What follows belongs to an exercise in optimizing a design on an open flow for small area; a production flow would make more cautious choices. In this exercise RTL edits were held to simulation tests only and were not proved equivalent to the original. No driver is modelled on the clock port, so clock power and skew are understated where the tree is cut down; a real chip needs a root buffer or a tree. Power is estimated from default activity; no workload was simulated.

==> inputs of build 32 <==
==> flow/design.v (excerpt) <==
module uart #
(
    parameter BAUD_RATE = 9600,
    parameter CLOCK_FREQ = 50000000
)
(
    input wire clk,
    input wire rst,
    input wire start,
    input wire [7:0] tx_data_in,
    input wire rx_data_in,
    output wire busy_tx,
    output wire busy_rx,
    output wire rx_ready,
    output wire frame_error,
    output wire tx_data_out,
    output wire [7:0] rx_data_out
);
==> module uart_rx, before the edit <==
module uart_rx
(
    input wire clk,
    input wire data_in,
    input wire rst,
    output wire rx_ready,
    output wire busy,
    output wire frame_error,
    output reg [7:0] rx
);
reg [11:0] lfsr_q;      
localparam [11:0] POL = 12'hAAA;
wire [11:0] lfsr = lfsr_q ^ POL;
reg [3:0] bitno;
reg half;
reg [7:0] rx_shift_n;    
reg stop_pulse;          
wire idle = !bitno[3] && !bitno[2] && bitno[0];
wire in_start = !bitno[3] && bitno[2];
wire in_stop = !bitno[3] && !bitno[2] && !bitno[0];
wire half_end = (lfsr & 12'hEFD) == 12'h2F1;
wire [11:0] lfsr_next = {lfsr[10:0], ~(lfsr[11] ^ lfsr[0])};
wire mid = half_end && !half;                
wire stop_sample = mid && in_stop;
wire rx_load = stop_sample && data_in;
assign rx_ready = stop_pulse && !rx_shift_n[7];
assign frame_error = stop_pulse && rx_shift_n[7];
assign busy = !(idle && !half);
always @(posedge clk) begin
    if (idle || half_end)
        lfsr_q <= POL;
    else
        lfsr_q <= lfsr_next ^ POL;
    if (mid && (bitno[3] || in_stop))
        rx_shift_n <= {~data_in, rx_shift_n[7:1]};
    if (rx_load || rst)
        rx <= ~rx_shift_n & {8{~rst}};
    stop_pulse <= !rst && stop_sample;
    half <= !rst && !idle && (half ^ half_end);
    if (rst)
        bitno <= 4'd1;
    else if (idle)
        bitno <= data_in ? 4'd1 : 4'd7;
    else if (half_end && half)
        bitno <= bitno + 4'd1;
    else if (mid && in_start && data_in)
        bitno <= 4'd1;                       
end
endmodule
==> module uart_tx, before the edit <==
module uart_tx
(
    input wire clk,
    input wire rst,
    input wire start,
    input wire [7:0] data_in,
    output wire busy,
    output reg tx
);
reg [12:0] lfsr_q;      
localparam [12:0] POL = 13'h0AAA;
wire [12:0] lfsr = lfsr_q ^ POL;
reg [9:0] frame;
wire idle = (frame == 10'd0);
wire bit_end = (lfsr & 13'h17DB) == 13'h00CB;
wire [12:0] lfsr_next = {lfsr[11:0], ~(lfsr[12] ^ lfsr[9])};
assign busy = !idle;
always @(posedge clk) begin
    if (idle || bit_end)
        lfsr_q <= POL;
    else
        lfsr_q <= lfsr_next ^ POL;
    tx <= rst || idle || frame[0];
    if (rst)
        frame <= 10'd0;
    else if (idle) begin
        if (start)
            frame <= {1'b1, data_in, 1'b0};
    end else if (bit_end)
        frame <= {1'b0, frame[9:1]};
end
endmodule
clock: 20.0 ns
lec_check: 0
cap_margin: 20
core_margin: 2
core_utilization: 40
slew_margin: 20
standard.sh (not shown) runs the stock make flow with config.mk's settings and CLKGATE_MAP_FILE= SYNTH_SCRIPT=/design/flow/synth_recipe.tcl, a recipe that flattens the netlist after the stock synthesis.
==> flow/flow/run.sh <==
#!/bin/bash
# Own layout flow: the standard ORFS flow (standard.sh) with changes that
# only affect area:
#  - synthesis: the standard flow's script, but ABC maps for area instead of speed
#    (abc_override.tcl, abc_area.script); the flip-flops are mapped before
#    ABC runs, so they are the standard synthesis's
#  - port buffers: sky130_fd_sc_hd__buf_1 on every input and output
#  - clock tree: a flat tree of 4 buffers (clock_tree.tcl, run after CTS)
# Every tool's output goes to its ORFS log under orfs/logs/, make's to flow.log.
set -euo pipefail
here=$(cd "$(dirname "${BASH_SOURCE[0]}")" && pwd)
work=$(pwd)
{
  echo "set my_abc_script $here/abc_area.script"
  cat "$here/abc_override.tcl"
  cat "$work/synth_recipe.tcl"
} > "$work/own_synth.tcl"
bash "$work/standard.sh" \
  SYNTH_SCRIPT="$work/own_synth.tcl" \
  BUFFER_PORTS_ARGS="-buffer_cell sky130_fd_sc_hd__buf_1" \
  CTS_ARGS="-sink_clustering_enable -repair_clock_nets -buf_list sky130_fd_sc_hd__clkbuf_4 -dont_use_dummy_load" \
  POST_CTS_TCL="$here/clock_tree.tcl" \
  finish > "$work/flow.log" 2>&1
==> flow/flow/abc_area.script <==
strash
&get -n
&dch -f
&nf -a -R 1000
&put
topo
dnsize
==> flow/flow/clock_tree.tcl <==
# POST_CTS hook: replace the clock tree that CTS built (a root buffer and 8
# leaf buffers) by a flat one: the clock port drives 4 buffers directly (the
# limit for the clock port), each feeding an equal share of the flip-flops,
# grouped by k-means on their placement.  All flip-flops sit one buffer from
# the clock port, so the tree adds no deliberate skew.
set ct_n    4
set ct_cell sky130_fd_sc_hd__buf_6

set block [ord::get_db_block]
set clk [$block findNet clk]

# flip-flop clock pins, wherever they hang in the current tree
set sinks {}
foreach inst [$block getInsts] {
  set it [$inst findITerm CLK]
  if {$it != "NULL" && [$it getNet] != "NULL"} { lappend sinks $it }
}
# remove every buffer and net of the current tree
set ::ct_old_insts {}
set ::ct_old_nets {}
proc walk {net} {
  global ct_old_insts ct_old_nets
  foreach it [$net getITerms] {
    if {[$it isInputSignal] && [[$it getInst] findITerm CLK] == "NULL"} {
      set inst [$it getInst]
      set m [[$inst getMaster] getName]
      if {[string match *clkbuf* $m] || [string match *clkinv* $m] || [string match *buf* $m]} {
        lappend ct_old_insts $inst
        foreach ot [$inst getITerms] {
          if {[$ot isOutputSignal] && [$ot getNet] != "NULL"} {
            lappend ct_old_nets [$ot getNet]
            walk [$ot getNet]
          }
        }
      }
    }
  }
}
walk $clk
foreach it $sinks { $it disconnect }
foreach inst $::ct_old_insts { odb::dbInst_destroy $inst }
foreach net $::ct_old_nets { if {[llength [$net getITerms]] == 0} { odb::dbNet_destroy $net } }
puts "clock_tree: [llength $sinks] sinks, removed [llength $::ct_old_insts] buffers"

# k-means on sink locations
set pts {}
foreach it $sinks {
  set b [[$it getInst] getBBox]
  lappend pts [list [expr {([$b xMin] + [$b xMax]) / 2.0}] [expr {([$b yMin] + [$b yMax]) / 2.0}]]
}
set pts_sorted [lsort -real -index 0 $pts]
set cents {}
for {set k 0} {$k < $ct_n} {incr k} {
  lappend cents [lindex $pts_sorted [expr {int(($k + 0.5) * [llength $pts] / $ct_n)}]]
}
for {set iter 0} {$iter < 50} {incr iter} {
  set assign {}
  foreach p $pts {
    set best 0; set bd 1e30
    for {set k 0} {$k < $ct_n} {incr k} {
      set c [lindex $cents $k]
      set d [expr {abs([lindex $p 0] - [lindex $c 0]) + abs([lindex $p 1] - [lindex $c 1])}]
      if {$d < $bd} { set bd $d; set best $k }
    }
    lappend assign $best
  }
  set new {}
  for {set k 0} {$k < $ct_n} {incr k} {
    set sx 0; set sy 0; set n 0
    foreach p $pts a $assign { if {$a == $k} { set sx [expr {$sx + [lindex $p 0]}]; set sy [expr {$sy + [lindex $p 1]}]; incr n } }
    if {$n > 0} { lappend new [list [expr {$sx / $n}] [expr {$sy / $n}]] } else { lappend new [lindex $cents $k] }
  }
  set cents $new
}
# balance: at most ceil(n/k) flip-flops per buffer, nearest centre first
set cap [expr {([llength $pts] + $ct_n - 1) / $ct_n}]
set order {}
set i 0
foreach p $pts {
  set ds {}
  foreach c $cents { lappend ds [expr {abs([lindex $p 0] - [lindex $c 0]) + abs([lindex $p 1] - [lindex $c 1])}] }
  set s [lsort -real $ds]
  lappend order [list $i [expr {[lindex $s 1] - [lindex $s 0]}] $ds]
  incr i
}
set load {}
for {set k 0} {$k < $ct_n} {incr k} { lappend load 0 }
set assign [lrepeat [llength $pts] 0]
foreach o [lsort -real -decreasing -index 1 $order] {
  set ds [lindex $o 2]
  set best -1; set bd 1e30
  for {set k 0} {$k < $ct_n} {incr k} {
    if {[lindex $load $k] < $cap && [lindex $ds $k] < $bd} { set bd [lindex $ds $k]; set best $k }
  }
  lset assign [lindex $o 0] $best
  lset load $best [expr {[lindex $load $best] + 1}]
}
for {set k 0} {$k < $ct_n} {incr k} {
  set sx 0; set sy 0; set n 0
  foreach p $pts a $assign { if {$a == $k} { set sx [expr {$sx + [lindex $p 0]}]; set sy [expr {$sy + [lindex $p 1]}]; incr n } }
  if {$n > 0} { lset cents $k [list [expr {$sx / $n}] [expr {$sy / $n}]] }
}
set master [[ord::get_db] findMaster $ct_cell]
for {set k 0} {$k < $ct_n} {incr k} {
  set inst [odb::dbInst_create $block $master clkbuf_flat_$k]
  set net [odb::dbNet_create $block clknet_flat_$k]
  $net setSigType CLOCK
  [$inst findITerm A] connect $clk
  [$inst findITerm X] connect $net
  set n 0
  foreach it $sinks a $assign { if {$a == $k} { $it connect $net; incr n } }
  set c [lindex $cents $k]
  $inst setLocation [expr {int([lindex $c 0])}] [expr {int([lindex $c 1])}]
  $inst setPlacementStatus PLACED
  puts "clock_tree: buffer $k drives $n flip-flops"
}
detailed_placement
estimate_parasitics -placement
report_clock_skew
Other scripts of this flow, unchanged in this note and not shown: flow/flow/abc_override.tcl
==> trial 63 (differences from build 32) <==
--- a/flow/design.v
+++ b/flow/design.v
@@ -6,5 +6,5 @@
     input wire rst,
-    output wire rx_ready,
+    output reg rx_ready,
     output wire busy,
-    output wire frame_error,
+    output reg frame_error,
     output reg [7:0] rx
@@ -16,4 +16,3 @@
 reg half;
-reg [7:0] rx_shift_n;    
-reg stop_pulse;          
+reg [7:0] rx_shift;
 wire idle = !bitno[3] && !bitno[2] && bitno[0];
@@ -26,4 +25,2 @@
 wire rx_load = stop_sample && data_in;
-assign rx_ready = stop_pulse && !rx_shift_n[7];
-assign frame_error = stop_pulse && rx_shift_n[7];
 assign busy = !(idle && !half);
@@ -34,7 +31,8 @@
         lfsr_q <= lfsr_next ^ POL;
-    if (mid && (bitno[3] || in_stop))
-        rx_shift_n <= {~data_in, rx_shift_n[7:1]};
+    if (mid && bitno[3])
+        rx_shift <= {data_in, rx_shift[7:1]};
     if (rx_load || rst)
-        rx <= ~rx_shift_n & {8{~rst}};
-    stop_pulse <= !rst && stop_sample;
+        rx <= rx_shift & {8{~rst}};
+    rx_ready <= !rst && rx_load;
+    frame_error <= !rst && stop_sample && !data_in;
     half <= !rst && !idle && (half ^ half_end);
==> flow/flow/run.sh (replaced) <==
#!/bin/bash
# Own layout flow: the standard ORFS flow (standard.sh) with three changes
# that only affect area:
#  - synthesis: the standard flow's script, but ABC maps for area instead of speed
#  - port buffers: sky130_fd_sc_hd__buf_1 on every input and output
#  - clock tree: clkbuf_4 buffers, no dummy loads
# Every tool's output goes to the ORFS logs under orfs/logs/, make's to flow.log.
set -euo pipefail
here=$(cd "$(dirname "${BASH_SOURCE[0]}")" && pwd)
work=$(pwd)
{
  echo "set my_abc_script $here/abc_area.script"
  cat "$here/abc_override.tcl"
  cat "$work/synth_recipe.tcl"
} > "$work/own_synth.tcl"
cts="-sink_clustering_enable -repair_clock_nets -sink_clustering_size 20 -sink_clustering_max_diameter 200 -buf_list sky130_fd_sc_hd__clkbuf_4 -dont_use_dummy_load"
bash "$work/standard.sh" \
  SYNTH_SCRIPT="$work/own_synth.tcl" \
  BUFFER_PORTS_ARGS="-buffer_cell sky130_fd_sc_hd__buf_1" \
  CTS_ARGS="$cts" \
  finish > "$work/flow.log" 2>&1
removed: flow/flow/clock_tree.tcl
==> trial 90 (differences from build 32) <==
--- a/flow/design.v
+++ b/flow/design.v
@@ -11,2 +11,3 @@
 );
+localparam IDLE = 2'd0, START = 2'd1, DATA = 2'd2, STOP = 2'd3;
 reg [11:0] lfsr_q;      
@@ -14,9 +15,7 @@
 wire [11:0] lfsr = lfsr_q ^ POL;
-reg [3:0] bitno;
+reg [1:0] state;
 reg half;
-reg [7:0] rx_shift_n;    
+reg [8:0] shreg;
 reg stop_pulse;          
-wire idle = !bitno[3] && !bitno[2] && bitno[0];
-wire in_start = !bitno[3] && bitno[2];
-wire in_stop = !bitno[3] && !bitno[2] && !bitno[0];
+wire idle = (state == IDLE);
 wire half_end = (lfsr & 12'hEFD) == 12'h2F1;
@@ -24,6 +23,6 @@
 wire mid = half_end && !half;                
-wire stop_sample = mid && in_stop;
-wire rx_load = stop_sample && data_in;
-assign rx_ready = stop_pulse && !rx_shift_n[7];
-assign frame_error = stop_pulse && rx_shift_n[7];
+wire bit_end = half_end && half;
+wire stop_sample = mid && state == STOP;
+assign rx_ready = stop_pulse && shreg[8];
+assign frame_error = stop_pulse && !shreg[8];
 assign busy = !(idle && !half);
@@ -34,6 +33,10 @@
         lfsr_q <= lfsr_next ^ POL;
-    if (mid && (bitno[3] || in_stop))
-        rx_shift_n <= {~data_in, rx_shift_n[7:1]};
-    if (rx_load || rst)
-        rx <= ~rx_shift_n & {8{~rst}};
+    if (idle)
+        shreg <= 9'h100;
+    else if (mid && state[1])
+        shreg <= {data_in, shreg[8:1]};
+    if (rst)
+        rx <= 8'd0;
+    else if (stop_sample && data_in)
+        rx <= shreg[8:1];
     stop_pulse <= !rst && stop_sample;
@@ -41,9 +44,9 @@
     if (rst)
-        bitno <= 4'd1;
+        state <= IDLE;
     else if (idle)
-        bitno <= data_in ? 4'd1 : 4'd7;
-    else if (half_end && half)
-        bitno <= bitno + 4'd1;
-    else if (mid && in_start && data_in)
-        bitno <= 4'd1;                       
+        state <= data_in ? IDLE : START;
+    else if (mid && state == START && data_in)
+        state <= IDLE;                       
+    else if (bit_end && (state != DATA || shreg[0]))
+        state <= state + 2'd1;
 end
@@ -76,7 +79,5 @@
         frame <= 10'd0;
-    else if (idle) begin
-        if (start)
-            frame <= {1'b1, data_in, 1'b0};
-    end else if (bit_end)
-        frame <= {1'b0, frame[9:1]};
+    else
+        frame <= ({10{idle && start}} & {1'b1, data_in, 1'b0})
+               | (bit_end ? {1'b0, frame[9:1]} : frame);
 end
--- a/flow/flow/run.sh
+++ b/flow/flow/run.sh
@@ -4,4 +4,5 @@
 #  - synthesis: the standard flow's script, but ABC maps for area instead of speed
-#    (abc_override.tcl, abc_area.script); the flip-flops are mapped before
-#    ABC runs, so they are the standard synthesis's
+#    (abc_override.tcl, abc_area.script), and no half adders are extracted
+#    before ABC (ADDER_MAP_FILE empty); the flip-flops are mapped by the
+#    same dfflibmap step, so they are the standard synthesis's
 #  - port buffers: sky130_fd_sc_hd__buf_1 on every input and output
@@ -19,2 +20,3 @@
   SYNTH_SCRIPT="$work/own_synth.tcl" \
+  ADDER_MAP_FILE= \
   BUFFER_PORTS_ARGS="-buffer_cell sky130_fd_sc_hd__buf_1" \
==> flow/flow/abc_area.script (replaced) <==
strash
&get -n
&deepsyn -T 30
&dch -f
&nf -a -R 1000
&put
topo
dnsize
==> comparison table <==
Result of the run: trial 63 timing/DRC/antenna clean; build 32 timing/DRC/antenna clean; trial 90 timing/DRC/antenna clean
CP max FO: trial 63 11; build 32 11; trial 90 9
Worst hold endpoint: trial 63 transmitter.lfsr_q[1]$_SDFF_PP1_; build 32 transmitter.lfsr_q[3]$_SDFF_PP1_; trial 90 receiver.lfsr_q[9]$_SDFF_PP1_
Worst-path cell with the longest stage delay: trial 63 and3_1; build 32 and3_1; trial 90 nor2_1
Power Clock: trial 63 54.2 uW; build 32 42.7 uW; trial 90 41.8 uW
Flip-flop and latch count after synthesis: trial 63 59; build 32 58; trial 90 57
Number of cells traversed by the worst register-to-register path: trial 63 8; build 32 7; trial 90 8
Adder and majority cell fraction of the synthesized area: trial 63 1.906%; build 32 1.939%; trial 90 0%
Post-synth EDFFs: trial 63 16; build 32 16; trial 90 0
Reg2reg setup slack: trial 63 17290 ps; build 32 17170 ps; trial 90 17110 ps
Total routing usage reported by global routing: trial 63 13.13%; build 32 12.41%; trial 90 13.29%
Data arrival time of the critical path: trial 63 1840 ps; build 32 1570 ps; trial 90 5520 ps
Worst hold margin: trial 63 369.9 ps; build 32 371.9 ps; trial 90 362.8 ps
Startpoint of the lowest-slack hold path: trial 63 transmitter.lfsr_q[0]$_SDFF_PP0_; build 32 transmitter.lfsr_q[2]$_SDFF_PP0_; trial 90 receiver.lfsr_q[8]$_SDFF_PP0_
Final net count: trial 63 227; build 32 220; trial 90 212
Vias after detailed routing: trial 63 1310; build 32 1277; trial 90 1260
Average cell area after synthesis: trial 63 11.25 um^2; build 32 11.06 um^2; trial 90 10.42 um^2
Met1 layer wirelength in the final routing: trial 63 1511 um; build 32 1429 um; trial 90 1419 um
Share of synthesized cell area in and, or, nand and nor gates: trial 63 19.95%; build 32 19.00%; trial 90 19.77%
Horiz. Die Dim: trial 63 74.17 um; build 32 73.57 um; trial 90 70.55 um
Switching power: trial 63 80.50 uW; build 32 73.22 uW; trial 90 59.47 uW
Leakage power of the design: trial 63 0.0007817 uW; build 32 0.0007560 uW; trial 90 0.0007523 uW
Number of vias per cell: trial 63 4.729; build 32 4.969; trial 90 5.040
Global-route wire length before repair: trial 63 5202 um; build 32 5071 um; trial 90 5264 um
In build 32 and trial 90 the design's own scripts or RTL, not TritonCTS, make the clock network.

==> static timing again, ports no longer ideal <==
In the flow no input, the clock included, has a driving cell. The finished layouts below were timed again as built, in two steps. Step 1: set_driving_cell puts a clkbuf_16 on clk and a buf_2 on each other input, an assumption about the parent block. Step 2 moves the port delays by t, midway between the first and last clock arrival at a register: inputs arrive t later, outputs are due t later. That takes back most of the time a late clock gives input paths. Slacks: no drivers / after step 1 / after step 2; pairs: no drivers / after step 1.
run | t (ns) | setup slack, ns | clock arrival spread, ns | worst slew at a driven data input, ns
build 32 | 0.179 | 14.430 / 14.372 / 14.551 | 0.010 / 0.010 | 0.03
trial 63 | 0.394 | 14.160 / 14.138 / 14.533 | 0.025 / 0.025 | 0.03
trial 90 | 0.174 | 14.549 / 14.581 / 14.407 | 0.008 / 0.008 | 0.03
After both steps every run listed still meets setup and hold. The setup slack of trial 90, which loses most, moves by +0.032 ns with the drivers and by -0.142 ns with both steps.
